Context: an optimization exercise on an open-source flow, tuned for small area and a short achievable clock period. The choices shown serve that exercise and are no tape-out recipe.
RTL that was checked went through simulation tests only; none was proved equivalent to the original.

==> 02-04: inputs <==
// mul64_multi
module mul64_multi(input clk, input [63:0] A, B, output reg [127:0] Y, output done);
clock: 12.0 ns
lec_check: 0
cap_margin: 20
core_margin: 2
core_utilization: 50
setup_slack_margin: 5
slew_margin: 20
synth_hierarchical: 1
run.sh (not shown) runs the stock make flow with config.mk's settings and CLKGATE_MAP_FILE= SYNTH_SCRIPT=/design/flow/synth_recipe.tcl, a recipe that flattens the netlist after the stock synthesis.
==> 10-10 (differences from 02-04) <==
==> flow/flow/run.sh (new file) <==
#!/bin/bash
set -euo pipefail
bash standard.sh SETUP_SLACK_MARGIN=8 finish > flow_make.log 2>&1
==> flow/standard.sh (new file) <==
#!/bin/bash
# synth_recipe.tcl (not shown) runs the flow's synth.tcl, then flattens the netlist and writes it again
# the make line also repeats each setting of config.mk as NAME=value (left out here)
make -C /OpenROAD-flow-scripts/flow DESIGN_CONFIG=/design/flow/config.mk WORK_HOME=/design/flow/orfs CLKGATE_MAP_FILE= SYNTH_SCRIPT=/design/flow/synth_recipe.tcl "${@:-finish}"
--- a/flow/config.mk
+++ b/flow/config.mk
@@ -9,5 +9,4 @@
 export CORE_MARGIN = 2
 export CORE_UTILIZATION = 50
-export SETUP_SLACK_MARGIN = 5
 export SLEW_MARGIN = 20
 export SYNTH_HIERARCHICAL = 1
removed: flow/run.sh
==> comparison <==
First-iteration DRC count is about the same in 10-10 and 02-04. Between 02-04 and 10-10, the lower setup slack is in 02-04 (gap 0.80 ns). Of 10-10 and 02-04, 02-04 has the higher hold slack (gap 0.0037 ns). Between 10-10 and 02-04, the lower maximum frequency is in 02-04 (gap about 13%, measured against 02-04). In 02-04 the global-route usage is lower than in 10-10, by 4.5 points. Between 10-10 and 02-04, the lower wire length is in 02-04 (gap about 12%, measured against 02-04). Die area is the same in 02-04 and 10-10. Between 10-10 and 02-04, the lower via count is in 02-04 (gap about 5.5%, measured against 02-04). Between 02-04 and 10-10, the lower sequential share of layout area is in 10-10 (gap 2.0 points).
==> figures <==
Number of placed instances with taps included: 02-04 4267; 10-10 4260
Layout fillers: 02-04 6098; 10-10 5503
Routed length on met1: 02-04 48.03 mm; 10-10 53.58 mm
Total area of multi-input combinational cells: 02-04 26630 um2; 10-10 29860 um2
Per-cell routed wire length: 02-04 30.33 um; 10-10 32.62 um
Total detailed-routing wirelength: 02-04 132.0 mm; 10-10 147.6 mm
Area post-placement: 02-04 38050 um2; 10-10 38590 um2
Fraction of area in registers: 02-04 17.89%; 10-10 15.87%
Outcome: 02-04 complete, no violations; 10-10 complete, no violations
Met2 wire length: 02-04 61.28 mm; 10-10 66.32 mm
Fraction of layout cells with a size suffix above 1: 02-04 6.483%; 10-10 23.85%
Cell area after layout: 02-04 39730 um2; 10-10 45310 um2
Final Skew: 02-04 0.02357 ns; 10-10 0.05403 ns
Sum of net half-perimeters after detailed placement: 02-04 94.48 mm; 10-10 97.57 mm
Transition at the pin with the smallest max-transition slack: 02-04 1.074 ns; 10-10 1.176 ns
Reg2reg start: 02-04 ctl[16]; 10-10 A_r[23]
Post-DR vias/cell: 02-04 6.530; 10-10 6.622
Total global routing track utilization: 02-04 35.45%; 10-10 39.98%
Pre-CTS WS: 02-04 4.345 ns; 10-10 4.494 ns
Function was not checked in any run of this note: the RTL went through the layout flow alone.

========
==> delta: inputs <==
mul64_multi, a different RTL version from the one above (not shown whole).
Settings: LEC_CHECK=0, CAP_MARGIN=20, CORE_MARGIN=2, CORE_UTILIZATION=65, SLEW_MARGIN=20, SYNTH_HIERARCHICAL=1; clock period 12.0 ns.
standard.sh (not shown) runs the stock make flow with config.mk's settings and CLKGATE_MAP_FILE= SYNTH_SCRIPT=/design/flow/synth_recipe.tcl, a recipe that flattens the netlist after the stock synthesis.
==> flow/flow/run.sh <==
#!/bin/bash
set -euo pipefail
K=(SETUP_SLACK_MARGIN=6.6 "BUFFER_PORTS_ARGS=-buffer_cell sky130_fd_sc_hd__buf_1")
bash standard.sh "${K[@]}" synth > flow_synth.log 2>&1
N=orfs/results/sky130hd/mul64_multi/base/1_2_yosys.v
sed -i -E 's/sky130_fd_sc_hd__(a21oi|o21ai|o22ai|a22oi|mux2|xnor2|xor2|nor4|nand4|and2b|and2)_[2-8] /sky130_fd_sc_hd__\1_1 /g' $N
bash standard.sh "${K[@]}" finish > flow_make.log 2>&1
==> tundra: changes against delta <==
--- a/flow/flow/run.sh
+++ b/flow/flow/run.sh
@@ -1,5 +1,5 @@
 #!/bin/bash
 set -euo pipefail
-K=(SETUP_SLACK_MARGIN=6.6 "BUFFER_PORTS_ARGS=-buffer_cell sky130_fd_sc_hd__buf_1")
+K=(SETUP_SLACK_MARGIN=5.6 "BUFFER_PORTS_ARGS=-buffer_cell sky130_fd_sc_hd__buf_1")
 bash standard.sh "${K[@]}" synth > flow_synth.log 2>&1
 N=orfs/results/sky130hd/mul64_multi/base/1_2_yosys.v
==> garnet: changes against delta <==
--- a/flow/flow/run.sh
+++ b/flow/flow/run.sh
@@ -1,5 +1,5 @@
 #!/bin/bash
 set -euo pipefail
-K=(SETUP_SLACK_MARGIN=6.6 "BUFFER_PORTS_ARGS=-buffer_cell sky130_fd_sc_hd__buf_1")
+K=(SETUP_SLACK_MARGIN=7.0 "BUFFER_PORTS_ARGS=-buffer_cell sky130_fd_sc_hd__buf_1")
 bash standard.sh "${K[@]}" synth > flow_synth.log 2>&1
 N=orfs/results/sky130hd/mul64_multi/base/1_2_yosys.v
==> run notes <==
|  | garnet | tundra | delta |
|---|---|---|---|
| Run status | complete, no violations | complete, no violations | complete, no violations |
| Count of TritonRoute iterations in the first routing pass | 7 | 9 | 8 |
| Fmax achieved | 0.190 GHz | 0.157 GHz | 0.184 GHz |
| Summed area of non-filler cells in the final layout | 39900 um^2 | 35900 um^2 | 37500 um^2 |
| Highest net fanout along the worst path | 9 | 35 | 36 |
| Number of global-route vias before repair | 31161 | 29633 | 30372 |
| Synth-to-layout area growth | 17.2% | 5.54% | 10.1% |
| Final standard cell count with taps included and fillers excluded | 4186 | 4092 | 4142 |
| Final hold slack | 444 ps | 447 ps | 444 ps |
| Met1 GRT Util | 62.0% | 58.7% | 60.0% |
| Clock latency at the later pin of the worst-skew pair | 600 ps | 600 ps | 590 ps |
| Logic depth of the worst register-to-register path | 19 | 15 | 15 |
| Clock transition at the register clock pins on the worst setup and hold paths after CTS | 60 ps | 70 ps | 60 ps |
| Post CTS Setup Buffer Count | 54 | 0 | 31 |
| Number of design-rule violations left by the first detailed-router iteration | 5067 | 4505 | 4551 |
| Antenna violations before repair | 9 | 1 | 2 |
| Post-layout minimum cycle time | 5280 ps | 6370 ps | 5430 ps |
| Mean number of vias per cell | 7.46 | 7.09 | 7.22 |

========
==> run Z <==
mul64_multi, a different RTL version from the one above (not shown whole).
Settings: LEC_CHECK=0, CAP_MARGIN=20, CORE_MARGIN=2, CORE_UTILIZATION=60, SLEW_MARGIN=20, SYNTH_HIERARCHICAL=1; clock period 12.0 ns.
==> flow/flow/run.sh <==
#!/bin/bash
set -euo pipefail
bash standard.sh SETUP_SLACK_MARGIN=6.5 finish > flow_make.log 2>&1
==> run R (differences from run Z) <==
--- a/flow/config.mk
+++ b/flow/config.mk
@@ -7,6 +7,7 @@
 export LEC_CHECK = 0
 export CAP_MARGIN = 20
 export CORE_MARGIN = 2
-export CORE_UTILIZATION = 60
+export CORE_UTILIZATION = 70
+export CTS_BUF_LIST = sky130_fd_sc_hd__clkbuf_4 sky130_fd_sc_hd__clkbuf_8
 export SLEW_MARGIN = 20
 export SYNTH_HIERARCHICAL = 1
==> summary of the runs <==
In run Z the global-route usage is lower than in run R, by 6.7 points. Sequential cell count is the same in run R and run Z. Between run Z and run R, the lower clock skew is in run Z (gap 84 ps). In run R the die area is lower than in run Z, by about 14%. In critical path depth, run Z and run R do not differ. Against run R, the routed wire length of run Z is smaller by 0.88%. In area after synthesis, run R and run Z do not differ. In synthesized cell count, run R and run Z do not differ. Between run Z and run R, the lower fmax is in run Z (gap about 1%, measured against run R). Against run R, the via count of run Z is lower by 6.2%. Of run R and run Z, run R has the higher core utilization (gap 12 points).

re-timing with driven ports:
In the flow no input, the clock included, has a driving cell. The finished layouts below were timed again as built, in two steps. Step 1: set_driving_cell puts a clkbuf_16 on clk and a buf_2 on each other input, an assumption about the parent block. Step 2 adds t to the input delays and takes it off the output delays; t is the mean of the earliest and latest rising clock arrival at the registers after step 1. Input paths then give back, and output paths get back, about the clock's delay inside the block. a / b / c = ideal ports / drivers / drivers and shift; a / b = the first two.
| run | shift t [ns] | setup slack, ns | hold slack, ns | worst setup path after step 2 | pins driven straight from the clock port |
|---|---|---|---|---|---|
| 02-04 | 0.642 | 5.065 / 5.065 / 5.065 | 0.446 / 0.446 / 0.446 | register to register | 1 |
| 10-10 | 0.648 | 5.869 / 5.869 / 5.869 | 0.443 / 0.443 / 0.443 | register to register | 1 |
| delta | 0.642 | 6.573 / 6.573 / 6.063 | 0.444 / 0.444 / 0.444 | input to register | 1 |
| tundra | 0.637 | 5.626 / 5.626 / 5.626 | 0.447 / 0.447 / 0.447 | register to register | 1 |
| garnet | 0.653 | 6.723 / 6.723 / 6.508 | 0.444 / 0.444 / 0.444 | input to register | 1 |
| run Z | 0.659 | 6.458 / 6.458 / 5.895 | 0.446 / 0.446 / 0.446 | input to register | 1 |
| run R | 0.772 | 6.516 / 6.516 / 5.915 | 0.450 / 0.450 / 0.450 | input to register | 1 |
After both steps setup and hold are still met in every run listed. The setup slack of run R, which loses most, moves by 0.000 ns with the drivers and by -0.601 ns with both steps.
